This design comes from an exercise in tuning for small area, a short achievable clock period and few clock cycles on the open sky130 flow, not from production work. The RTL was checked by simulation tests, not by an equivalence proof against the original design. No activity file was given, so power comes from the tool's default toggle rates.

File: design/flow/config.mk
export PLATFORM = sky130hd
export DESIGN_NAME = ahb_lite_fir_filter
export DESIGN_NICKNAME = ahb_lite_fir_filter
export VERILOG_FILES = /design/flow/design.v
export SDC_FILE = /design/flow/constraint.sdc
export NUM_CORES = 4
export LEC_CHECK = 0
export ABC_AREA = 1
export CAP_MARGIN = 30
export CORE_MARGIN = 2
export CORE_UTILIZATION = 48
export CTS_CLUSTER_DIAMETER = 100
export CTS_CLUSTER_SIZE = 25
export SETUP_SLACK_MARGIN = 5
export SLEW_MARGIN = 30
export TNS_END_PERCENT = 100
File: design/flow/constraint.sdc
create_clock -name core_clock -period 10.0 [get_ports {clk}]
set_input_delay 2.0000 -clock core_clock [delete_from_list [all_inputs] [get_ports {clk}]]
set_output_delay 2.0000 -clock core_clock [all_outputs]
set_load 0.01 [all_outputs]
File: design/flow/design.v
module magnitude(
    input  logic [16:0] in,
    input  logic [3:1]  nz,
    output logic [15:0] out
);
    logic [3:0] g;            
    logic       below;
    always_comb begin
        g = {nz, 1'b0};
        for (int i = 0; i < 16; i++) begin
            below = g[i / 4];
            for (int j = 4 * (i / 4); j < i; j++) below = below | in[j];
            out[i] = in[i] ^ (in[16] & below);
        end
    end
endmodule
module mul_tree(
    input  logic [15:0] a,
    input  logic [15:0] b,
    output logic [32:0] ra,
    output logic [32:0] rb
);
    wire one0 = b[0] ^ 1'b0;
    wire two0 = (b[1] & ~b[0] & ~1'b0) | (~b[1] & b[0] & 1'b0);
    wire neg0 = b[1] & ~(b[0] & 1'b0);
    wire pp0_0 = ((one0 & a[0]) | (two0 & 1'b0)) ^ neg0;
    wire pp0_1 = ((one0 & a[1]) | (two0 & a[0])) ^ neg0;
    wire pp0_2 = ((one0 & a[2]) | (two0 & a[1])) ^ neg0;
    wire pp0_3 = ((one0 & a[3]) | (two0 & a[2])) ^ neg0;
    wire pp0_4 = ((one0 & a[4]) | (two0 & a[3])) ^ neg0;
    wire pp0_5 = ((one0 & a[5]) | (two0 & a[4])) ^ neg0;
    wire pp0_6 = ((one0 & a[6]) | (two0 & a[5])) ^ neg0;
    wire pp0_7 = ((one0 & a[7]) | (two0 & a[6])) ^ neg0;
    wire pp0_8 = ((one0 & a[8]) | (two0 & a[7])) ^ neg0;
    wire pp0_9 = ((one0 & a[9]) | (two0 & a[8])) ^ neg0;
    wire pp0_10 = ((one0 & a[10]) | (two0 & a[9])) ^ neg0;
    wire pp0_11 = ((one0 & a[11]) | (two0 & a[10])) ^ neg0;
    wire pp0_12 = ((one0 & a[12]) | (two0 & a[11])) ^ neg0;
    wire pp0_13 = ((one0 & a[13]) | (two0 & a[12])) ^ neg0;
    wire pp0_14 = ((one0 & a[14]) | (two0 & a[13])) ^ neg0;
    wire pp0_15 = ((one0 & a[15]) | (two0 & a[14])) ^ neg0;
    wire pp0_16 = ((one0 & 1'b0) | (two0 & a[15])) ^ neg0;
    wire one1 = b[2] ^ b[1];
    wire two1 = (b[3] & ~b[2] & ~b[1]) | (~b[3] & b[2] & b[1]);
    wire neg1 = b[3] & ~(b[2] & b[1]);
    wire pp1_0 = ((one1 & a[0]) | (two1 & 1'b0)) ^ neg1;
    wire pp1_1 = ((one1 & a[1]) | (two1 & a[0])) ^ neg1;
    wire pp1_2 = ((one1 & a[2]) | (two1 & a[1])) ^ neg1;
    wire pp1_3 = ((one1 & a[3]) | (two1 & a[2])) ^ neg1;
    wire pp1_4 = ((one1 & a[4]) | (two1 & a[3])) ^ neg1;
    wire pp1_5 = ((one1 & a[5]) | (two1 & a[4])) ^ neg1;
    wire pp1_6 = ((one1 & a[6]) | (two1 & a[5])) ^ neg1;
    wire pp1_7 = ((one1 & a[7]) | (two1 & a[6])) ^ neg1;
    wire pp1_8 = ((one1 & a[8]) | (two1 & a[7])) ^ neg1;
    wire pp1_9 = ((one1 & a[9]) | (two1 & a[8])) ^ neg1;
    wire pp1_10 = ((one1 & a[10]) | (two1 & a[9])) ^ neg1;
    wire pp1_11 = ((one1 & a[11]) | (two1 & a[10])) ^ neg1;
    wire pp1_12 = ((one1 & a[12]) | (two1 & a[11])) ^ neg1;
    wire pp1_13 = ((one1 & a[13]) | (two1 & a[12])) ^ neg1;
    wire pp1_14 = ((one1 & a[14]) | (two1 & a[13])) ^ neg1;
    wire pp1_15 = ((one1 & a[15]) | (two1 & a[14])) ^ neg1;
    wire pp1_16 = ((one1 & 1'b0) | (two1 & a[15])) ^ neg1;
    wire one2 = b[4] ^ b[3];
    wire two2 = (b[5] & ~b[4] & ~b[3]) | (~b[5] & b[4] & b[3]);
    wire neg2 = b[5] & ~(b[4] & b[3]);
    wire pp2_0 = ((one2 & a[0]) | (two2 & 1'b0)) ^ neg2;
    wire pp2_1 = ((one2 & a[1]) | (two2 & a[0])) ^ neg2;
    wire pp2_2 = ((one2 & a[2]) | (two2 & a[1])) ^ neg2;
    wire pp2_3 = ((one2 & a[3]) | (two2 & a[2])) ^ neg2;
    wire pp2_4 = ((one2 & a[4]) | (two2 & a[3])) ^ neg2;
    wire pp2_5 = ((one2 & a[5]) | (two2 & a[4])) ^ neg2;
    wire pp2_6 = ((one2 & a[6]) | (two2 & a[5])) ^ neg2;
    wire pp2_7 = ((one2 & a[7]) | (two2 & a[6])) ^ neg2;
    wire pp2_8 = ((one2 & a[8]) | (two2 & a[7])) ^ neg2;
    wire pp2_9 = ((one2 & a[9]) | (two2 & a[8])) ^ neg2;
    wire pp2_10 = ((one2 & a[10]) | (two2 & a[9])) ^ neg2;
    wire pp2_11 = ((one2 & a[11]) | (two2 & a[10])) ^ neg2;
    wire pp2_12 = ((one2 & a[12]) | (two2 & a[11])) ^ neg2;
    wire pp2_13 = ((one2 & a[13]) | (two2 & a[12])) ^ neg2;
    wire pp2_14 = ((one2 & a[14]) | (two2 & a[13])) ^ neg2;
    wire pp2_15 = ((one2 & a[15]) | (two2 & a[14])) ^ neg2;
    wire pp2_16 = ((one2 & 1'b0) | (two2 & a[15])) ^ neg2;
    wire one3 = b[6] ^ b[5];
    wire two3 = (b[7] & ~b[6] & ~b[5]) | (~b[7] & b[6] & b[5]);
    wire neg3 = b[7] & ~(b[6] & b[5]);
    wire pp3_0 = ((one3 & a[0]) | (two3 & 1'b0)) ^ neg3;
    wire pp3_1 = ((one3 & a[1]) | (two3 & a[0])) ^ neg3;
    wire pp3_2 = ((one3 & a[2]) | (two3 & a[1])) ^ neg3;
    wire pp3_3 = ((one3 & a[3]) | (two3 & a[2])) ^ neg3;
    wire pp3_4 = ((one3 & a[4]) | (two3 & a[3])) ^ neg3;
    wire pp3_5 = ((one3 & a[5]) | (two3 & a[4])) ^ neg3;
    wire pp3_6 = ((one3 & a[6]) | (two3 & a[5])) ^ neg3;
    wire pp3_7 = ((one3 & a[7]) | (two3 & a[6])) ^ neg3;
    wire pp3_8 = ((one3 & a[8]) | (two3 & a[7])) ^ neg3;
    wire pp3_9 = ((one3 & a[9]) | (two3 & a[8])) ^ neg3;
    wire pp3_10 = ((one3 & a[10]) | (two3 & a[9])) ^ neg3;
    wire pp3_11 = ((one3 & a[11]) | (two3 & a[10])) ^ neg3;
    wire pp3_12 = ((one3 & a[12]) | (two3 & a[11])) ^ neg3;
    wire pp3_13 = ((one3 & a[13]) | (two3 & a[12])) ^ neg3;
    wire pp3_14 = ((one3 & a[14]) | (two3 & a[13])) ^ neg3;
    wire pp3_15 = ((one3 & a[15]) | (two3 & a[14])) ^ neg3;
    wire pp3_16 = ((one3 & 1'b0) | (two3 & a[15])) ^ neg3;
    wire one4 = b[8] ^ b[7];
    wire two4 = (b[9] & ~b[8] & ~b[7]) | (~b[9] & b[8] & b[7]);
    wire neg4 = b[9] & ~(b[8] & b[7]);
    wire pp4_0 = ((one4 & a[0]) | (two4 & 1'b0)) ^ neg4;
    wire pp4_1 = ((one4 & a[1]) | (two4 & a[0])) ^ neg4;
    wire pp4_2 = ((one4 & a[2]) | (two4 & a[1])) ^ neg4;
    wire pp4_3 = ((one4 & a[3]) | (two4 & a[2])) ^ neg4;
    wire pp4_4 = ((one4 & a[4]) | (two4 & a[3])) ^ neg4;
    wire pp4_5 = ((one4 & a[5]) | (two4 & a[4])) ^ neg4;
    wire pp4_6 = ((one4 & a[6]) | (two4 & a[5])) ^ neg4;
    wire pp4_7 = ((one4 & a[7]) | (two4 & a[6])) ^ neg4;
    wire pp4_8 = ((one4 & a[8]) | (two4 & a[7])) ^ neg4;
    wire pp4_9 = ((one4 & a[9]) | (two4 & a[8])) ^ neg4;
    wire pp4_10 = ((one4 & a[10]) | (two4 & a[9])) ^ neg4;
    wire pp4_11 = ((one4 & a[11]) | (two4 & a[10])) ^ neg4;
    wire pp4_12 = ((one4 & a[12]) | (two4 & a[11])) ^ neg4;
    wire pp4_13 = ((one4 & a[13]) | (two4 & a[12])) ^ neg4;
    wire pp4_14 = ((one4 & a[14]) | (two4 & a[13])) ^ neg4;
    wire pp4_15 = ((one4 & a[15]) | (two4 & a[14])) ^ neg4;
    wire pp4_16 = ((one4 & 1'b0) | (two4 & a[15])) ^ neg4;
    wire one5 = b[10] ^ b[9];
    wire two5 = (b[11] & ~b[10] & ~b[9]) | (~b[11] & b[10] & b[9]);
    wire neg5 = b[11] & ~(b[10] & b[9]);
    wire pp5_0 = ((one5 & a[0]) | (two5 & 1'b0)) ^ neg5;
    wire pp5_1 = ((one5 & a[1]) | (two5 & a[0])) ^ neg5;
    wire pp5_2 = ((one5 & a[2]) | (two5 & a[1])) ^ neg5;
    wire pp5_3 = ((one5 & a[3]) | (two5 & a[2])) ^ neg5;
    wire pp5_4 = ((one5 & a[4]) | (two5 & a[3])) ^ neg5;
    wire pp5_5 = ((one5 & a[5]) | (two5 & a[4])) ^ neg5;
    wire pp5_6 = ((one5 & a[6]) | (two5 & a[5])) ^ neg5;
    wire pp5_7 = ((one5 & a[7]) | (two5 & a[6])) ^ neg5;
    wire pp5_8 = ((one5 & a[8]) | (two5 & a[7])) ^ neg5;
    wire pp5_9 = ((one5 & a[9]) | (two5 & a[8])) ^ neg5;
    wire pp5_10 = ((one5 & a[10]) | (two5 & a[9])) ^ neg5;
    wire pp5_11 = ((one5 & a[11]) | (two5 & a[10])) ^ neg5;
    wire pp5_12 = ((one5 & a[12]) | (two5 & a[11])) ^ neg5;
    wire pp5_13 = ((one5 & a[13]) | (two5 & a[12])) ^ neg5;
    wire pp5_14 = ((one5 & a[14]) | (two5 & a[13])) ^ neg5;
    wire pp5_15 = ((one5 & a[15]) | (two5 & a[14])) ^ neg5;
    wire pp5_16 = ((one5 & 1'b0) | (two5 & a[15])) ^ neg5;
    wire one6 = b[12] ^ b[11];
    wire two6 = (b[13] & ~b[12] & ~b[11]) | (~b[13] & b[12] & b[11]);
    wire neg6 = b[13] & ~(b[12] & b[11]);
    wire pp6_0 = ((one6 & a[0]) | (two6 & 1'b0)) ^ neg6;
    wire pp6_1 = ((one6 & a[1]) | (two6 & a[0])) ^ neg6;
    wire pp6_2 = ((one6 & a[2]) | (two6 & a[1])) ^ neg6;
    wire pp6_3 = ((one6 & a[3]) | (two6 & a[2])) ^ neg6;
    wire pp6_4 = ((one6 & a[4]) | (two6 & a[3])) ^ neg6;
    wire pp6_5 = ((one6 & a[5]) | (two6 & a[4])) ^ neg6;
    wire pp6_6 = ((one6 & a[6]) | (two6 & a[5])) ^ neg6;
    wire pp6_7 = ((one6 & a[7]) | (two6 & a[6])) ^ neg6;
    wire pp6_8 = ((one6 & a[8]) | (two6 & a[7])) ^ neg6;
    wire pp6_9 = ((one6 & a[9]) | (two6 & a[8])) ^ neg6;
    wire pp6_10 = ((one6 & a[10]) | (two6 & a[9])) ^ neg6;
    wire pp6_11 = ((one6 & a[11]) | (two6 & a[10])) ^ neg6;
    wire pp6_12 = ((one6 & a[12]) | (two6 & a[11])) ^ neg6;
    wire pp6_13 = ((one6 & a[13]) | (two6 & a[12])) ^ neg6;
    wire pp6_14 = ((one6 & a[14]) | (two6 & a[13])) ^ neg6;
    wire pp6_15 = ((one6 & a[15]) | (two6 & a[14])) ^ neg6;
    wire pp6_16 = ((one6 & 1'b0) | (two6 & a[15])) ^ neg6;
    wire one7 = b[14] ^ b[13];
    wire two7 = (b[15] & ~b[14] & ~b[13]) | (~b[15] & b[14] & b[13]);
    wire neg7 = b[15] & ~(b[14] & b[13]);
    wire pp7_0 = ((one7 & a[0]) | (two7 & 1'b0)) ^ neg7;
    wire pp7_1 = ((one7 & a[1]) | (two7 & a[0])) ^ neg7;
    wire pp7_2 = ((one7 & a[2]) | (two7 & a[1])) ^ neg7;
    wire pp7_3 = ((one7 & a[3]) | (two7 & a[2])) ^ neg7;
    wire pp7_4 = ((one7 & a[4]) | (two7 & a[3])) ^ neg7;
    wire pp7_5 = ((one7 & a[5]) | (two7 & a[4])) ^ neg7;
    wire pp7_6 = ((one7 & a[6]) | (two7 & a[5])) ^ neg7;
    wire pp7_7 = ((one7 & a[7]) | (two7 & a[6])) ^ neg7;
    wire pp7_8 = ((one7 & a[8]) | (two7 & a[7])) ^ neg7;
    wire pp7_9 = ((one7 & a[9]) | (two7 & a[8])) ^ neg7;
    wire pp7_10 = ((one7 & a[10]) | (two7 & a[9])) ^ neg7;
    wire pp7_11 = ((one7 & a[11]) | (two7 & a[10])) ^ neg7;
    wire pp7_12 = ((one7 & a[12]) | (two7 & a[11])) ^ neg7;
    wire pp7_13 = ((one7 & a[13]) | (two7 & a[12])) ^ neg7;
    wire pp7_14 = ((one7 & a[14]) | (two7 & a[13])) ^ neg7;
    wire pp7_15 = ((one7 & a[15]) | (two7 & a[14])) ^ neg7;
    wire pp7_16 = ((one7 & 1'b0) | (two7 & a[15])) ^ neg7;
    wire one8 = 1'b0 ^ b[15];
    wire two8 = (1'b0 & ~1'b0 & ~b[15]) | (~1'b0 & 1'b0 & b[15]);
    wire neg8 = 1'b0 & ~(1'b0 & b[15]);
    wire pp8_0 = ((one8 & a[0]) | (two8 & 1'b0)) ^ neg8;
    wire pp8_1 = ((one8 & a[1]) | (two8 & a[0])) ^ neg8;
    wire pp8_2 = ((one8 & a[2]) | (two8 & a[1])) ^ neg8;
    wire pp8_3 = ((one8 & a[3]) | (two8 & a[2])) ^ neg8;
    wire pp8_4 = ((one8 & a[4]) | (two8 & a[3])) ^ neg8;
    wire pp8_5 = ((one8 & a[5]) | (two8 & a[4])) ^ neg8;
    wire pp8_6 = ((one8 & a[6]) | (two8 & a[5])) ^ neg8;
    wire pp8_7 = ((one8 & a[7]) | (two8 & a[6])) ^ neg8;
    wire pp8_8 = ((one8 & a[8]) | (two8 & a[7])) ^ neg8;
    wire pp8_9 = ((one8 & a[9]) | (two8 & a[8])) ^ neg8;
    wire pp8_10 = ((one8 & a[10]) | (two8 & a[9])) ^ neg8;
    wire pp8_11 = ((one8 & a[11]) | (two8 & a[10])) ^ neg8;
    wire pp8_12 = ((one8 & a[12]) | (two8 & a[11])) ^ neg8;
    wire pp8_13 = ((one8 & a[13]) | (two8 & a[12])) ^ neg8;
    wire pp8_14 = ((one8 & a[14]) | (two8 & a[13])) ^ neg8;
    wire pp8_15 = ((one8 & a[15]) | (two8 & a[14])) ^ neg8;
    wire pp8_16 = ((one8 & 1'b0) | (two8 & a[15])) ^ neg8;
    wire hs0 = pp0_16 ^ pp1_14;
    wire hc0 = pp0_16 & pp1_14;
    wire fs1 = ~neg0 ^ pp1_15 ^ pp2_13;
    wire fc1 = (~neg0 & pp1_15) | (~neg0 & pp2_13) | (pp1_15 & pp2_13);
    wire hs2 = pp1_16 ^ pp2_14;
    wire hc2 = pp1_16 & pp2_14;
    wire hs3 = pp0_10 ^ pp1_8;
    wire hc3 = pp0_10 & pp1_8;
    wire hs4 = pp0_11 ^ pp1_9;
    wire hc4 = pp0_11 & pp1_9;
    wire fs5 = pp0_12 ^ pp1_10 ^ pp2_8;
    wire fc5 = (pp0_12 & pp1_10) | (pp0_12 & pp2_8) | (pp1_10 & pp2_8);
    wire hs6 = pp3_6 ^ pp4_4;
    wire hc6 = pp3_6 & pp4_4;
    wire fs7 = pp0_13 ^ pp1_11 ^ pp2_9;
    wire fc7 = (pp0_13 & pp1_11) | (pp0_13 & pp2_9) | (pp1_11 & pp2_9);
    wire hs8 = pp3_7 ^ pp4_5;
    wire hc8 = pp3_7 & pp4_5;
    wire fs9 = pp0_14 ^ pp1_12 ^ pp2_10;
    wire fc9 = (pp0_14 & pp1_12) | (pp0_14 & pp2_10) | (pp1_12 & pp2_10);
    wire fs10 = pp3_8 ^ pp4_6 ^ pp5_4;
    wire fc10 = (pp3_8 & pp4_6) | (pp3_8 & pp5_4) | (pp4_6 & pp5_4);
    wire hs11 = pp6_2 ^ pp7_0;
    wire hc11 = pp6_2 & pp7_0;
    wire fs12 = pp0_15 ^ pp1_13 ^ pp2_11;
    wire fc12 = (pp0_15 & pp1_13) | (pp0_15 & pp2_11) | (pp1_13 & pp2_11);
    wire fs13 = pp3_9 ^ pp4_7 ^ pp5_5;
    wire fc13 = (pp3_9 & pp4_7) | (pp3_9 & pp5_5) | (pp4_7 & pp5_5);
    wire hs14 = pp6_3 ^ pp7_1;
    wire hc14 = pp6_3 & pp7_1;
    wire fs15 = pp2_12 ^ pp3_10 ^ pp4_8;
    wire fc15 = (pp2_12 & pp3_10) | (pp2_12 & pp4_8) | (pp3_10 & pp4_8);
    wire fs16 = pp5_6 ^ pp6_4 ^ pp7_2;
    wire fc16 = (pp5_6 & pp6_4) | (pp5_6 & pp7_2) | (pp6_4 & pp7_2);
    wire fs17 = pp8_0 ^ neg8 ^ hs0;
    wire fc17 = (pp8_0 & neg8) | (pp8_0 & hs0) | (neg8 & hs0);
    wire fs18 = pp3_11 ^ pp4_9 ^ pp5_7;
    wire fc18 = (pp3_11 & pp4_9) | (pp3_11 & pp5_7) | (pp4_9 & pp5_7);
    wire fs19 = pp6_5 ^ pp7_3 ^ pp8_1;
    wire fc19 = (pp6_5 & pp7_3) | (pp6_5 & pp8_1) | (pp7_3 & pp8_1);
    wire fs20 = 1'b1 ^ fs1 ^ hc0;
    wire fc20 = (1'b1 & fs1) | (1'b1 & hc0) | (fs1 & hc0);
    wire fs21 = pp3_12 ^ pp4_10 ^ pp5_8;
    wire fc21 = (pp3_12 & pp4_10) | (pp3_12 & pp5_8) | (pp4_10 & pp5_8);
    wire fs22 = pp6_6 ^ pp7_4 ^ pp8_2;
    wire fc22 = (pp6_6 & pp7_4) | (pp6_6 & pp8_2) | (pp7_4 & pp8_2);
    wire fs23 = 1'b1 ^ hs2 ^ fc1;
    wire fc23 = (1'b1 & hs2) | (1'b1 & fc1) | (hs2 & fc1);
    wire fs24 = ~neg1 ^ pp2_15 ^ pp3_13;
    wire fc24 = (~neg1 & pp2_15) | (~neg1 & pp3_13) | (pp2_15 & pp3_13);
    wire fs25 = pp4_11 ^ pp5_9 ^ pp6_7;
    wire fc25 = (pp4_11 & pp5_9) | (pp4_11 & pp6_7) | (pp5_9 & pp6_7);
    wire fs26 = pp7_5 ^ pp8_3 ^ hc2;
    wire fc26 = (pp7_5 & pp8_3) | (pp7_5 & hc2) | (pp8_3 & hc2);
    wire fs27 = pp2_16 ^ pp3_14 ^ pp4_12;
    wire fc27 = (pp2_16 & pp3_14) | (pp2_16 & pp4_12) | (pp3_14 & pp4_12);
    wire fs28 = pp5_10 ^ pp6_8 ^ pp7_6;
    wire fc28 = (pp5_10 & pp6_8) | (pp5_10 & pp7_6) | (pp6_8 & pp7_6);
    wire hs29 = pp8_4 ^ 1'b1;
    wire hc29 = pp8_4 & 1'b1;
    wire fs30 = ~neg2 ^ pp3_15 ^ pp4_13;
    wire fc30 = (~neg2 & pp3_15) | (~neg2 & pp4_13) | (pp3_15 & pp4_13);
    wire fs31 = pp5_11 ^ pp6_9 ^ pp7_7;
    wire fc31 = (pp5_11 & pp6_9) | (pp5_11 & pp7_7) | (pp6_9 & pp7_7);
    wire fs32 = pp3_16 ^ pp4_14 ^ pp5_12;
    wire fc32 = (pp3_16 & pp4_14) | (pp3_16 & pp5_12) | (pp4_14 & pp5_12);
    wire hs33 = pp6_10 ^ pp7_8;
    wire hc33 = pp6_10 & pp7_8;
    wire fs34 = ~neg3 ^ pp4_15 ^ pp5_13;
    wire fc34 = (~neg3 & pp4_15) | (~neg3 & pp5_13) | (pp4_15 & pp5_13);
    wire hs35 = pp4_16 ^ pp5_14;
    wire hc35 = pp4_16 & pp5_14;
    wire hs36 = pp0_6 ^ pp1_4;
    wire hc36 = pp0_6 & pp1_4;
    wire hs37 = pp0_7 ^ pp1_5;
    wire hc37 = pp0_7 & pp1_5;
    wire fs38 = pp0_8 ^ pp1_6 ^ pp2_4;
    wire fc38 = (pp0_8 & pp1_6) | (pp0_8 & pp2_4) | (pp1_6 & pp2_4);
    wire hs39 = pp3_2 ^ pp4_0;
    wire hc39 = pp3_2 & pp4_0;
    wire fs40 = pp0_9 ^ pp1_7 ^ pp2_5;
    wire fc40 = (pp0_9 & pp1_7) | (pp0_9 & pp2_5) | (pp1_7 & pp2_5);
    wire hs41 = pp3_3 ^ pp4_1;
    wire hc41 = pp3_3 & pp4_1;
    wire fs42 = pp2_6 ^ pp3_4 ^ pp4_2;
    wire fc42 = (pp2_6 & pp3_4) | (pp2_6 & pp4_2) | (pp3_4 & pp4_2);
    wire fs43 = pp5_0 ^ neg5 ^ hs3;
    wire fc43 = (pp5_0 & neg5) | (pp5_0 & hs3) | (neg5 & hs3);
    wire fs44 = pp2_7 ^ pp3_5 ^ pp4_3;
    wire fc44 = (pp2_7 & pp3_5) | (pp2_7 & pp4_3) | (pp3_5 & pp4_3);
    wire fs45 = pp5_1 ^ hs4 ^ hc3;
    wire fc45 = (pp5_1 & hs4) | (pp5_1 & hc3) | (hs4 & hc3);
    wire fs46 = pp5_2 ^ pp6_0 ^ neg6;
    wire fc46 = (pp5_2 & pp6_0) | (pp5_2 & neg6) | (pp6_0 & neg6);
    wire fs47 = fs5 ^ hs6 ^ hc4;
    wire fc47 = (fs5 & hs6) | (fs5 & hc4) | (hs6 & hc4);
    wire fs48 = pp5_3 ^ pp6_1 ^ fs7;
    wire fc48 = (pp5_3 & pp6_1) | (pp5_3 & fs7) | (pp6_1 & fs7);
    wire fs49 = hs8 ^ fc5 ^ hc6;
    wire fc49 = (hs8 & fc5) | (hs8 & hc6) | (fc5 & hc6);
    wire fs50 = neg7 ^ fs9 ^ fs10;
    wire fc50 = (neg7 & fs9) | (neg7 & fs10) | (fs9 & fs10);
    wire fs51 = hs11 ^ fc7 ^ hc8;
    wire fc51 = (hs11 & fc7) | (hs11 & hc8) | (fc7 & hc8);
    wire fs52 = fs12 ^ fs13 ^ hs14;
    wire fc52 = (fs12 & fs13) | (fs12 & hs14) | (fs13 & hs14);
    wire fs53 = fc9 ^ fc10 ^ hc11;
    wire fc53 = (fc9 & fc10) | (fc9 & hc11) | (fc10 & hc11);
    wire fs54 = fs15 ^ fs16 ^ fs17;
    wire fc54 = (fs15 & fs16) | (fs15 & fs17) | (fs16 & fs17);
    wire fs55 = fc12 ^ fc13 ^ hc14;
    wire fc55 = (fc12 & fc13) | (fc12 & hc14) | (fc13 & hc14);
    wire fs56 = fs18 ^ fs19 ^ fs20;
    wire fc56 = (fs18 & fs19) | (fs18 & fs20) | (fs19 & fs20);
    wire fs57 = fc15 ^ fc16 ^ fc17;
    wire fc57 = (fc15 & fc16) | (fc15 & fc17) | (fc16 & fc17);
    wire fs58 = fs21 ^ fs22 ^ fs23;
    wire fc58 = (fs21 & fs22) | (fs21 & fs23) | (fs22 & fs23);
    wire fs59 = fc18 ^ fc19 ^ fc20;
    wire fc59 = (fc18 & fc19) | (fc18 & fc20) | (fc19 & fc20);
    wire fs60 = fs24 ^ fs25 ^ fs26;
    wire fc60 = (fs24 & fs25) | (fs24 & fs26) | (fs25 & fs26);
    wire fs61 = fc21 ^ fc22 ^ fc23;
    wire fc61 = (fc21 & fc22) | (fc21 & fc23) | (fc22 & fc23);
    wire fs62 = fs27 ^ fs28 ^ hs29;
    wire fc62 = (fs27 & fs28) | (fs27 & hs29) | (fs28 & hs29);
    wire fs63 = fc24 ^ fc25 ^ fc26;
    wire fc63 = (fc24 & fc25) | (fc24 & fc26) | (fc25 & fc26);
    wire fs64 = pp8_5 ^ fs30 ^ fs31;
    wire fc64 = (pp8_5 & fs30) | (pp8_5 & fs31) | (fs30 & fs31);
    wire fs65 = fc27 ^ fc28 ^ hc29;
    wire fc65 = (fc27 & fc28) | (fc27 & hc29) | (fc28 & hc29);
    wire fs66 = pp8_6 ^ 1'b1 ^ fs32;
    wire fc66 = (pp8_6 & 1'b1) | (pp8_6 & fs32) | (1'b1 & fs32);
    wire fs67 = hs33 ^ fc30 ^ fc31;
    wire fc67 = (hs33 & fc30) | (hs33 & fc31) | (fc30 & fc31);
    wire fs68 = pp6_11 ^ pp7_9 ^ pp8_7;
    wire fc68 = (pp6_11 & pp7_9) | (pp6_11 & pp8_7) | (pp7_9 & pp8_7);
    wire fs69 = fs34 ^ fc32 ^ hc33;
    wire fc69 = (fs34 & fc32) | (fs34 & hc33) | (fc32 & hc33);
    wire fs70 = pp6_12 ^ pp7_10 ^ pp8_8;
    wire fc70 = (pp6_12 & pp7_10) | (pp6_12 & pp8_8) | (pp7_10 & pp8_8);
    wire fs71 = 1'b1 ^ hs35 ^ fc34;
    wire fc71 = (1'b1 & hs35) | (1'b1 & fc34) | (hs35 & fc34);
    wire fs72 = ~neg4 ^ pp5_15 ^ pp6_13;
    wire fc72 = (~neg4 & pp5_15) | (~neg4 & pp6_13) | (pp5_15 & pp6_13);
    wire fs73 = pp7_11 ^ pp8_9 ^ hc35;
    wire fc73 = (pp7_11 & pp8_9) | (pp7_11 & hc35) | (pp8_9 & hc35);
    wire fs74 = pp5_16 ^ pp6_14 ^ pp7_12;
    wire fc74 = (pp5_16 & pp6_14) | (pp5_16 & pp7_12) | (pp6_14 & pp7_12);
    wire hs75 = pp8_10 ^ 1'b1;
    wire hc75 = pp8_10 & 1'b1;
    wire fs76 = ~neg5 ^ pp6_15 ^ pp7_13;
    wire fc76 = (~neg5 & pp6_15) | (~neg5 & pp7_13) | (pp6_15 & pp7_13);
    wire hs77 = pp6_16 ^ pp7_14;
    wire hc77 = pp6_16 & pp7_14;
    wire hs78 = pp0_4 ^ pp1_2;
    wire hc78 = pp0_4 & pp1_2;
    wire hs79 = pp0_5 ^ pp1_3;
    wire hc79 = pp0_5 & pp1_3;
    wire fs80 = pp2_2 ^ pp3_0 ^ neg3;
    wire fc80 = (pp2_2 & pp3_0) | (pp2_2 & neg3) | (pp3_0 & neg3);
    wire fs81 = pp2_3 ^ pp3_1 ^ hs37;
    wire fc81 = (pp2_3 & pp3_1) | (pp2_3 & hs37) | (pp3_1 & hs37);
    wire fs82 = neg4 ^ fs38 ^ hs39;
    wire fc82 = (neg4 & fs38) | (neg4 & hs39) | (fs38 & hs39);
    wire fs83 = fs40 ^ hs41 ^ fc38;
    wire fc83 = (fs40 & hs41) | (fs40 & fc38) | (hs41 & fc38);
    wire fs84 = fs42 ^ fs43 ^ fc40;
    wire fc84 = (fs42 & fs43) | (fs42 & fc40) | (fs43 & fc40);
    wire fs85 = fs44 ^ fs45 ^ fc42;
    wire fc85 = (fs44 & fs45) | (fs44 & fc42) | (fs45 & fc42);
    wire fs86 = fs46 ^ fs47 ^ fc44;
    wire fc86 = (fs46 & fs47) | (fs46 & fc44) | (fs47 & fc44);
    wire fs87 = fs48 ^ fs49 ^ fc46;
    wire fc87 = (fs48 & fs49) | (fs48 & fc46) | (fs49 & fc46);
    wire fs88 = fs50 ^ fs51 ^ fc48;
    wire fc88 = (fs50 & fs51) | (fs50 & fc48) | (fs51 & fc48);
    wire fs89 = fs52 ^ fs53 ^ fc50;
    wire fc89 = (fs52 & fs53) | (fs52 & fc50) | (fs53 & fc50);
    wire fs90 = fs54 ^ fs55 ^ fc52;
    wire fc90 = (fs54 & fs55) | (fs54 & fc52) | (fs55 & fc52);
    wire fs91 = fs56 ^ fs57 ^ fc54;
    wire fc91 = (fs56 & fs57) | (fs56 & fc54) | (fs57 & fc54);
    wire fs92 = fs58 ^ fs59 ^ fc56;
    wire fc92 = (fs58 & fs59) | (fs58 & fc56) | (fs59 & fc56);
    wire fs93 = fs60 ^ fs61 ^ fc58;
    wire fc93 = (fs60 & fs61) | (fs60 & fc58) | (fs61 & fc58);
    wire fs94 = fs62 ^ fs63 ^ fc60;
    wire fc94 = (fs62 & fs63) | (fs62 & fc60) | (fs63 & fc60);
    wire fs95 = fs64 ^ fs65 ^ fc62;
    wire fc95 = (fs64 & fs65) | (fs64 & fc62) | (fs65 & fc62);
    wire fs96 = fs66 ^ fs67 ^ fc64;
    wire fc96 = (fs66 & fs67) | (fs66 & fc64) | (fs67 & fc64);
    wire fs97 = fs68 ^ fs69 ^ fc66;
    wire fc97 = (fs68 & fs69) | (fs68 & fc66) | (fs69 & fc66);
    wire fs98 = fs70 ^ fs71 ^ fc68;
    wire fc98 = (fs70 & fs71) | (fs70 & fc68) | (fs71 & fc68);
    wire fs99 = fs72 ^ fs73 ^ fc70;
    wire fc99 = (fs72 & fs73) | (fs72 & fc70) | (fs73 & fc70);
    wire fs100 = fs74 ^ hs75 ^ fc72;
    wire fc100 = (fs74 & hs75) | (fs74 & fc72) | (hs75 & fc72);
    wire fs101 = pp8_11 ^ fs76 ^ fc74;
    wire fc101 = (pp8_11 & fs76) | (pp8_11 & fc74) | (fs76 & fc74);
    wire fs102 = pp8_12 ^ 1'b1 ^ hs77;
    wire fc102 = (pp8_12 & 1'b1) | (pp8_12 & hs77) | (1'b1 & hs77);
    wire fs103 = ~neg6 ^ pp7_15 ^ pp8_13;
    wire fc103 = (~neg6 & pp7_15) | (~neg6 & pp8_13) | (pp7_15 & pp8_13);
    wire hs104 = pp7_16 ^ pp8_14;
    wire hc104 = pp7_16 & pp8_14;
    wire hs105 = pp0_2 ^ pp1_0;
    wire hc105 = pp0_2 & pp1_0;
    wire hs106 = pp0_3 ^ pp1_1;
    wire hc106 = pp0_3 & pp1_1;
    wire fs107 = pp2_0 ^ neg2 ^ hs78;
    wire fc107 = (pp2_0 & neg2) | (pp2_0 & hs78) | (neg2 & hs78);
    wire fs108 = pp2_1 ^ hs79 ^ hc78;
    wire fc108 = (pp2_1 & hs79) | (pp2_1 & hc78) | (hs79 & hc78);
    wire fs109 = hs36 ^ fs80 ^ hc79;
    wire fc109 = (hs36 & fs80) | (hs36 & hc79) | (fs80 & hc79);
    wire fs110 = hc36 ^ fs81 ^ fc80;
    wire fc110 = (hc36 & fs81) | (hc36 & fc80) | (fs81 & fc80);
    wire fs111 = hc37 ^ fs82 ^ fc81;
    wire fc111 = (hc37 & fs82) | (hc37 & fc81) | (fs82 & fc81);
    wire fs112 = hc39 ^ fs83 ^ fc82;
    wire fc112 = (hc39 & fs83) | (hc39 & fc82) | (fs83 & fc82);
    wire fs113 = hc41 ^ fs84 ^ fc83;
    wire fc113 = (hc41 & fs84) | (hc41 & fc83) | (fs84 & fc83);
    wire fs114 = fc43 ^ fs85 ^ fc84;
    wire fc114 = (fc43 & fs85) | (fc43 & fc84) | (fs85 & fc84);
    wire fs115 = fc45 ^ fs86 ^ fc85;
    wire fc115 = (fc45 & fs86) | (fc45 & fc85) | (fs86 & fc85);
    wire fs116 = fc47 ^ fs87 ^ fc86;
    wire fc116 = (fc47 & fs87) | (fc47 & fc86) | (fs87 & fc86);
    wire fs117 = fc49 ^ fs88 ^ fc87;
    wire fc117 = (fc49 & fs88) | (fc49 & fc87) | (fs88 & fc87);
    wire fs118 = fc51 ^ fs89 ^ fc88;
    wire fc118 = (fc51 & fs89) | (fc51 & fc88) | (fs89 & fc88);
    wire fs119 = fc53 ^ fs90 ^ fc89;
    wire fc119 = (fc53 & fs90) | (fc53 & fc89) | (fs90 & fc89);
    wire fs120 = fc55 ^ fs91 ^ fc90;
    wire fc120 = (fc55 & fs91) | (fc55 & fc90) | (fs91 & fc90);
    wire fs121 = fc57 ^ fs92 ^ fc91;
    wire fc121 = (fc57 & fs92) | (fc57 & fc91) | (fs92 & fc91);
    wire fs122 = fc59 ^ fs93 ^ fc92;
    wire fc122 = (fc59 & fs93) | (fc59 & fc92) | (fs93 & fc92);
    wire fs123 = fc61 ^ fs94 ^ fc93;
    wire fc123 = (fc61 & fs94) | (fc61 & fc93) | (fs94 & fc93);
    wire fs124 = fc63 ^ fs95 ^ fc94;
    wire fc124 = (fc63 & fs95) | (fc63 & fc94) | (fs95 & fc94);
    wire fs125 = fc65 ^ fs96 ^ fc95;
    wire fc125 = (fc65 & fs96) | (fc65 & fc95) | (fs96 & fc95);
    wire fs126 = fc67 ^ fs97 ^ fc96;
    wire fc126 = (fc67 & fs97) | (fc67 & fc96) | (fs97 & fc96);
    wire fs127 = fc69 ^ fs98 ^ fc97;
    wire fc127 = (fc69 & fs98) | (fc69 & fc97) | (fs98 & fc97);
    wire fs128 = fc71 ^ fs99 ^ fc98;
    wire fc128 = (fc71 & fs99) | (fc71 & fc98) | (fs99 & fc98);
    wire fs129 = fc73 ^ fs100 ^ fc99;
    wire fc129 = (fc73 & fs100) | (fc73 & fc99) | (fs100 & fc99);
    wire fs130 = hc75 ^ fs101 ^ fc100;
    wire fc130 = (hc75 & fs101) | (hc75 & fc100) | (fs101 & fc100);
    wire fs131 = fc76 ^ fs102 ^ fc101;
    wire fc131 = (fc76 & fs102) | (fc76 & fc101) | (fs102 & fc101);
    wire fs132 = hc77 ^ fs103 ^ fc102;
    wire fc132 = (hc77 & fs103) | (hc77 & fc102) | (fs103 & fc102);
    wire fs133 = 1'b1 ^ hs104 ^ fc103;
    wire fc133 = (1'b1 & hs104) | (1'b1 & fc103) | (hs104 & fc103);
    wire fs134 = ~neg7 ^ pp8_15 ^ hc104;
    wire fc134 = (~neg7 & pp8_15) | (~neg7 & hc104) | (pp8_15 & hc104);
    wire hs135 = pp8_16 ^ 1'b1;
    wire hc135 = pp8_16 & 1'b1;
    assign ra = {hs135, fs134, fs133, fs132, fs131, fs130, fs129, fs128, fs127, fs126, fs125, fs124, fs123, fs122, fs121, fs120, fs119, fs118, fs117, fs116, fs115, fs114, fs113, fs112, fs111, fs110, fs109, fs108, fs107, hs106, neg1, pp0_1, pp0_0};
    assign rb = {fc134, fc133, fc132, fc131, fc130, fc129, fc128, fc127, fc126, fc125, fc124, fc123, fc122, fc121, fc120, fc119, fc118, fc117, fc116, fc115, fc114, fc113, fc112, fc111, fc110, fc109, fc108, fc107, hc106, hc105, hs105, 1'b0, neg0};
endmodule
module fir_filter(
    input  logic        clk,
    input  logic        n_rst,
    input  logic        start_sample,    
    input  logic        start_load,      
    input  logic [15:0] new_sample,      
    input  logic [63:0] coeff_regs,      
    output logic        busy,
    output logic        err,
    output logic [16:0] r_q,             
    output logic [3:1]  nz_q             
);
    logic [15:0] x0, x1, x2;             
    logic [15:0] f0, f1, f2, f3;         
    logic [16:0] q3;                     
    logic [16:0] qd;                     
    logic        e1, e2;                 
    logic [3:0]  s1;                     
    logic [3:0]  s2;                     
    logic        ld;                     
    logic [15:0] ma, mb;
    logic [32:0] ra, rb;                 
    logic [32:0] pa, pb;                 
    assign x0 = new_sample;
    always_comb begin
        ma = s1[1] ? x1 : (s1[2] ? x2 : x0);
        mb = ({16{s1[0]}} & f0) | ({16{s1[3]}} & f1) | ({16{s1[1]}} & f2) | ({16{s1[2]}} & f3);
    end
    mul_tree tree(.a(ma), .b(mb), .ra(ra), .rb(rb));
    always_ff @(posedge clk) begin
        pa <= ra;
        pb <= rb;
    end
    logic [14:0] lo;
    logic        c15;
    logic [16:0] xs;
    assign {c15, lo} = {1'b0, pa[14:0]} + {1'b0, pb[14:0]};
    assign xs = pa[31:15] + pb[31:15] + {16'd0, c15};
    wire e0 = xs[16];
    logic [17:0] ea, eb, na, nq3;
    logic [17:0] s1a, c1a, s2a, c2a;
    logic [17:0] t3, t4;
    always_comb begin
        ea  = pa[32:15];
        eb  = pb[32:15];
        if (s2[3])           na = ~{2'b00, qd[16] ? 16'd0 : qd[15:0]};
        else if (s2[0] & ~e1) na = ~{qd[16], qd};
        else                 na = '1;
        nq3 = ~{2'b00, q3[15:0]};
        s1a = ea ^ eb ^ na;
        c1a = {((ea[16:0] & eb[16:0]) | (ea[16:0] & na[16:0]) | (eb[16:0] & na[16:0])), c15};
        t3  = s1a + c1a + 18'd1;
        s2a = s1a ^ c1a ^ nq3;
        c2a = {((s1a[16:0] & c1a[16:0]) | (s1a[16:0] & nq3[16:0]) | (c1a[16:0] & nq3[16:0])), 1'b1};
        t4  = s2a + c2a + 18'd1;
    end
    logic        ovf3, ovf4, e_next;
    logic [16:0] r;
    logic [3:1]  nz3, nz4, nz;
    always_comb begin
        ovf3 = ~e2 & ~t3[17] & t3[16];
        ovf4 = t4[17] & ~t4[16];
        nz3 = {|t3[11:0], |t3[7:0], |t3[3:0]};
        nz4 = {|t4[11:0], |t4[7:0], |t4[3:0]};
        e_next = 1'b1;
        if (e0) begin
            r = 17'd0;
            nz = 3'd0;
        end else if (e1 | e2 | ovf3 | q3[16]) begin
            r = t3[16:0];
            nz = nz3;
        end else begin
            r = t4[16:0];
            nz = nz4;
            e_next = ovf4;
        end
    end
    wire acc = s2[0];
    always_ff @(posedge clk, negedge n_rst) begin
        if (!n_rst) begin
            x1 <= '0; x2 <= '0;
            f0 <= '0; f1 <= '0; f2 <= '0; f3 <= '0;
            q3 <= '0; qd <= '0; e1 <= 1'b0; e2 <= 1'b0;
            s1 <= '0; s2 <= '0; ld <= 1'b0;
            busy <= 1'b0; err <= 1'b0; r_q <= '0; nz_q <= '0;
        end else begin
            if (start_sample) begin
                x1 <= x0;
                x2 <= x1;
            end
            if (start_load) begin
                f0 <= coeff_regs[15:0];
                f1 <= coeff_regs[31:16];
                f2 <= coeff_regs[47:32];
                f3 <= coeff_regs[63:48];
            end
            if (s2[1]) qd <= t3[16:0];
            if (s2[2]) q3 <= t3[16:0];
            if (s2[3]) begin
                qd <= t3[16:0];
                e1 <= e0;
                e2 <= qd[16];
            end
            if (acc) begin
                r_q <= r;
                nz_q <= nz;
                err <= e_next;
            end else if (start_load) begin
                err <= 1'b0;
            end
            if (start_sample)    s1 <= 4'b0001;
            else if (start_load) s1 <= 4'b0010;
            else                 s1 <= {s1[2:0], 1'b0};
            s2 <= s1;
            if (start_sample)    ld <= 1'b0;
            else if (start_load) ld <= 1'b1;
            busy <= start_sample | start_load | (~ld & s1[0]) | (ld & (s1[1] | s1[2] | s1[3]));
        end
    end
endmodule
module ahb_lite_fir_filter(
    input logic clk,
    input logic n_rst,
    input logic hsel,
    input logic [3:0] haddr,
    input logic hsize,
    input logic [1:0] htrans,
    input logic hwrite,
    input logic [15:0] hwdata,
    output logic [15:0] hrdata,
    output logic hresp
);
    logic        wr_q;           
    logic [7:0]  sel_q;
    logic        a0_q, sz_q;
    logic        lo_q, hi_q;
    logic [13:4][7:0] regs;      
    logic [7:1]  reg14;          
    logic        busy, err;
    logic [15:0] fir_out;
    logic [16:0] r_q;
    logic [3:1]  nz_q;
    logic [13:4] be;
    wire   bad_addr = (hwrite & (haddr <= 4'd3)) | (haddr == 4'd15);
    assign hresp = bad_addr;
    always_comb begin
        for (int i = 4; i <= 13; i++)
            be[i] = wr_q & sel_q[i / 2] & (sz_q | (a0_q == i[0]));
    end
    wire be14 = wr_q & sel_q[7] & ~a0_q;
    wire start_sample = be[4] | be[5];
    wire start_load = be14 & hwdata[0];
    always_ff @(posedge clk, negedge n_rst) begin
        if (!n_rst) begin
            wr_q <= 1'b0;
            sel_q <= '0;
            a0_q <= 1'b0;
            sz_q <= 1'b0;
            lo_q <= 1'b0;
            hi_q <= 1'b0;
            for (int i = 4; i <= 13; i++) regs[i] <= '0;
            reg14 <= '0;
        end else begin
            wr_q <= hsel & (htrans != 2'b00) & hwrite & ~bad_addr;
            for (int k = 0; k < 8; k++) sel_q[k] <= (haddr[3:1] == k[2:0]);
            a0_q <= haddr[0];
            sz_q <= hsize;
            lo_q <= hsize | ~haddr[0];
            hi_q <= (hsize | haddr[0]) & (haddr != 4'd14);
            for (int i = 4; i <= 13; i++)
                if (be[i]) regs[i] <= i[0] ? hwdata[15:8] : hwdata[7:0];
            if (be14) reg14 <= hwdata[0] ? 7'd0 : hwdata[7:1];
        end
    end
    magnitude mag_u(.in(r_q), .nz(nz_q), .out(fir_out));
    logic [7:0] rb [0:15];
    always_comb begin
        rb[0] = {7'd0, busy};
        rb[1] = {7'd0, err};
        rb[2] = fir_out[7:0];
        rb[3] = fir_out[15:8];
        for (int i = 4; i <= 13; i++) rb[i] = regs[i];
        rb[14] = {reg14, 1'b0};
        rb[15] = 8'd0;
        hrdata = '0;
        for (int k = 0; k < 8; k++) begin
            hrdata[7:0]  = hrdata[7:0]  | ({8{sel_q[k]}} & rb[2 * k]);
            hrdata[15:8] = hrdata[15:8] | ({8{sel_q[k]}} & rb[2 * k + 1]);
        end
        hrdata[7:0]  = hrdata[7:0]  & {8{lo_q}};
        hrdata[15:8] = hrdata[15:8] & {8{hi_q}};
    end
    fir_filter filt(
        .clk(clk), .n_rst(n_rst),
        .start_sample(start_sample), .start_load(start_load),
        .new_sample({regs[5], regs[4]}),
        .coeff_regs({regs[13], regs[12], regs[11], regs[10], regs[9], regs[8], regs[7], regs[6]}),
        .busy(busy), .err(err), .r_q(r_q), .nz_q(nz_q)
    );
endmodule
File: design/flow/flow/run.sh
#!/bin/bash
# The standard layout (the standard.sh) with these changes:
#  - synthesis is synth_recipe.tcl unchanged except that ABC maps the logic
#    with flow/abc.script (more area recovery) instead of ORFS's abc script;
#    registers are untouched (ABC runs without -dff),
#  - port buffers are buf_2 cells instead of the delay buffers buffer_ports
#    picks by default,
#  - timing repair may resize a cell to one with a different footprint,
set -euo pipefail
work=$PWD
{
    head -n 1 synth_recipe.tcl
    echo "proc abc {args} { set i [lsearch -exact \$args -script]; if {\$i >= 0} { lset args [expr {\$i + 1}] $work/flow/abc.script }; yosys abc {*}\$args }"
    tail -n +2 synth_recipe.tcl
} > synth_custom.tcl
bash standard.sh \
    "SYNTH_SCRIPT=$work/synth_custom.tcl" \
    "BUFFER_PORTS_ARGS=-buffer_cell sky130_fd_sc_hd__buf_2" \
    MATCH_CELL_FOOTPRINT=0 \
    SETUP_SLACK_MARGIN=5.3 \
    finish > orfs_make.log 2>&1
File: design/flow/flow/abc.script
strash
dch -f
map -a
strash
dch -f
map -a
topo
stime -c
buffer -c
upsize -c
dnsize -c
File: design/flow/standard.sh
#!/bin/bash
# synth_recipe.tcl (not shown) runs the flow's synth.tcl, then flattens the netlist and writes it again
# the make line also repeats each setting of config.mk as NAME=value (left out here)
make -C /OpenROAD-flow-scripts/flow DESIGN_CONFIG=/design/flow/config.mk WORK_HOME=/design/flow/orfs CLKGATE_MAP_FILE= SYNTH_SCRIPT=/design/flow/synth_recipe.tcl "${@:-finish}"
==> run summary <==
==> worst max-delay path, cell delays in order (launching register included) <==
cell and delay, ps:
dfrtp_1 660, inv_2 380, o22ai_1 170, a211oi_2 540
a21oi_1 170, buf_2 170
==> logic make-up (layout without fill, tap and decap cells) <==
group,Yosys count,after routing,share of synthesized area
flip-flops,327,327,0.3747
buffers and inverters,498,548,0.08926
AO/OA/AOI/OAI,601,601,0.1663
adder cells (fa/ha/maj),236,236,0.1897
AND/OR/NAND/NOR,580,580,0.1125
XOR/XNOR,161,161,0.06756
==> report_power, final <==
part           total, uW  internal [uW]  switching [uW]  leakage [uW]
Sequential          1930           1710             226       0.00362
Clock                837            354             482      0.000267
Combinational       4640           1660            2980       0.00708
Total               7410           3720            3690        0.0110
==> repair_timing <==
| action | in CTS | in global routing |
|---|---|---|
| gates resized for setup | 28 | 51 |
| setup endpoints to repair | 62 | 46 |
| gates cloned | 0 | 2 |
| pin swaps | 2 | 14 |
| buffers inserted | 15 | 23 |
| hold buffers | 0 | 0 |
==> layout make-up <==
class	count	area share
clock buffers	27	0.02091
clock inverters	5	0.003350
inverters	391	0.06619
multi-input cells	1578	0.4960
flip-flops and latches	327	0.3398
well taps	585	0.03161
repair buffers	124	0.04193
repair inverters	1	0.0002161
==> metal layers <==
metal  global-route usage  vias to the layer above
met5                    0                        -
met4              0.08247                        2
met3              0.03721                       96
met2               0.4408                      557
met1               0.3806                     8204
li1                     -                     7905
==> synth_stat cells (2+ instances only) <==
cell	instances	share of area
a2111oi_0	3	0.0013
a211oi_1	9	0.0032
a21oi_1	158	0.038
a21oi_2	2	0.00083
a221oi_1	6	0.0025
a22o_1	3	0.0013
a22oi_1	29	0.010
a31oi_1	11	0.0033
buf_1	4	0.00072
clkbuf_1	102	0.018
clkinv_1	6	0.0011
dfrtp_1	263	0.31
dfxtp_1	64	0.061
fa_1	137	0.13
ha_1	99	0.059
inv_1	377	0.067
inv_2	7	0.0013
nand2_1	310	0.055
nand3_1	32	0.0076
nand3_2	2	0.00095
nand4_1	12	0.0036
nor2_1	186	0.033
nor2_2	2	0.00060
nor2_4	3	0.0016
nor3_1	18	0.0043
nor4_1	2	0.00060
o211ai_1	20	0.0072
o21ai_0	155	0.037
o21ai_1	33	0.0079
o21bai_1	2	0.00072
o22ai_1	160	0.048
o31ai_1	3	0.0011
or2_2	5	0.0015
xnor2_1	36	0.015
xor2_1	124	0.052
==> path summary, 6_finish.rpt <==
kind                               end  slack [ps]         from  cells after the start
max                         hrdata[11]        5340     sel_q[6]                      5
min                        filt.x2[11]         480  filt.x2[11]                      2
max reg2reg                filt.pa[17]        5420   filt.s1[3]                     13
min reg2reg                filt.x2[11]         480  filt.x2[11]                      2
max in group asynchronous   filt.s1[2]        7130        n_rst                      3
min in group asynchronous   filt.qd[9]        1450        n_rst                      1
==> stage by stage <==
stage	hold slack (ps)	power, uW	utilization	cell area [sq um]
4_1_cts	484.7	7227	0.5263	22670
6_report	482.2	7408	0.5376	23160
2_1_floorplan	351.9	5033	-	20990
5_1_grt	514.2	8069	0.5376	23160
3_5_place_dp	459.1	6336	0.5083	21900
3_3_place_gp	453.2	6309	0.5078	21870
==> state kept, by name, summed over array words and instances (netlist names), 17 cells and up <==
signal and cells:
regs 80, filt.pa 32, filt.pb 32, filt.q3 17, filt.qd 17, filt.r_q 17
==> reports/results.tsv <==
stage	metric	value	unit
drt	dr_wl_met3	3.856	mm
drt	via_count	16760	
logic_synthesis	synth_area	20980	sq um
drt	first_iter_violations	1433	
timing	finalCritPeriodShare	0.4660	
floorplanning	rows	76	
floorplanning	die_w	213.1	um
timing	fmax	214.6	MHz
placed_design	place_inst	2964	
timing	layout_min_cycle_time	4660	ps
placed_design	port_buffers	43	
drt	wl_per_cell	19.84	um
layout	final_common_cell	inv_1	
timing	finalWorstSetupSlack	5340	ps
layout	multi_input_area	11490	sq um
layout	n_antenna_cell	0	
timing	final.setup.tns	0	ps
global_routing	grt_max_degree	172	
global_routing	grt_usage	0.2721	
clock_tree	path_clk_slew	100	ps
job	drv_cap	0	
drt	first_pass_iters	5	
layout	seq_area	7869	sq um
floorplanning	start_util	0.4871	
drt	dr_wl_met2	28.11	mm
global_routing	grt_pass1_vias	16630	
global_routing	antenna_found_initial	1	
floorplanning	die_area	45410	sq um
placed_design	dp_hpwl	43.39	mm
worst_setup_path	crit_arrival	2660	ps
logic_synthesis	syn_inst	2403	
drt	antenna_left	0	
power_and_ir_drop	irDropWorstVdd	304.6	uV
layout	mostFrequentLayoutCells	inv_1 (360), nand2_1 (308), dfrtp_1 (258)	
logic_synthesis	synth-edff-count	0	
clock_tree	cts_buffer_depth	3	
drt	wl	60.27	mm
logic_synthesis	ys.flop_type	dfrtp_1	
drt	wl_met1	26.36	mm
timing	skew	40.14	ps
timing	slew_viol_final	0	
worst_setup_path	endpoint_kind	primary output	
global_routing	grt_pass1_wl	94.80	mm
clock_tree	cts-root-buf	clkbuf_16	
power_and_ir_drop	power_density	319.9	nW/um^2
floorplanning	coreArea	43080	sq um
timing	rsz0062_at_grt	true	
global_routing	grt_overflow	0	
timing	worst_pin_slew	778.3	ps
timing	hold_viol_final	0	
drt	top_layer_used	met5	
power_and_ir_drop	p_leak	0.01097	uW
layout	stdcell_count	3038	
logic_synthesis	ys_async_sr_fraction	0.8043	
clock_tree	cts-buffers-inserted	18	
logic_synthesis	syn_avg_cell_area	8.732	sq um
drt	drcViolationCount	0	
worst_setup_path	cp.required	8000	ps
logic_synthesis	yosysWarnings	4	
run_status	outcome	timing/DRC/antenna clean	
clock_tree	clkLatencyLatePin	570	ps
floorplanning	io_pins	44	
layout	num-fill-cells	3992	
worst_setup_path	crit_fanout	10	
clock_tree	cts_tree	done	
timing	finalSetupViolations	0	
placed_design	routabilityCongestion	0.9235	
clock_tree	cts_sinks	327	
timing	relSlewSlack	0.4811	
layout	layout-drive-gt1-share	0.09988	
drt	viasPerCell	5.518	
placed_design	place_ws	4609	ps
logic_synthesis	netlist-cell-type-count	53	
logic_synthesis	yosysSeqAreaShare	0.3747	
logic_synthesis	synth_fp_nets	2666	
clock_tree	htreeDepth	1	
floorplanning	die_height	213.1	um
worst_setup_path	worstSetupPathType	reg2out	
layout	nets	2704	
layout	syn2layout_area_growth	10.36	%
min_path	hp-class	reg2reg	
logic_synthesis	ys_ff_latch	327	
worst_setup_path	start_kind	flip-flop	
Testbench counts, summed over its fixed seeds: cycles 2,696.

==> separate check: timing with driven ports <==
Ports are ideal in the flow. The routed layout listed here was re-timed in OpenROAD.
Step 1: set_driving_cell puts a clkbuf_16 on clk and a buf_2 on each other input, an assumption about the parent block.
Step 2, shift: input delay + t, output delay - t, t = (earliest + latest rising clock arrival at the registers) / 2. This alone moves slack from input paths to output paths.
Three values: ideal ports, drivers, drivers and shift; two values: the first two.
shift t [ns]: 0.608
slack for setup (ns): 5.340 / 5.286 / 5.317
hold WS [ns]: 0.482 / 0.482 / 0.482
After both steps setup and hold are still met in this run. For this run, drivers alone change the setup slack by -0.054 ns; drivers and shift together by -0.023 ns.
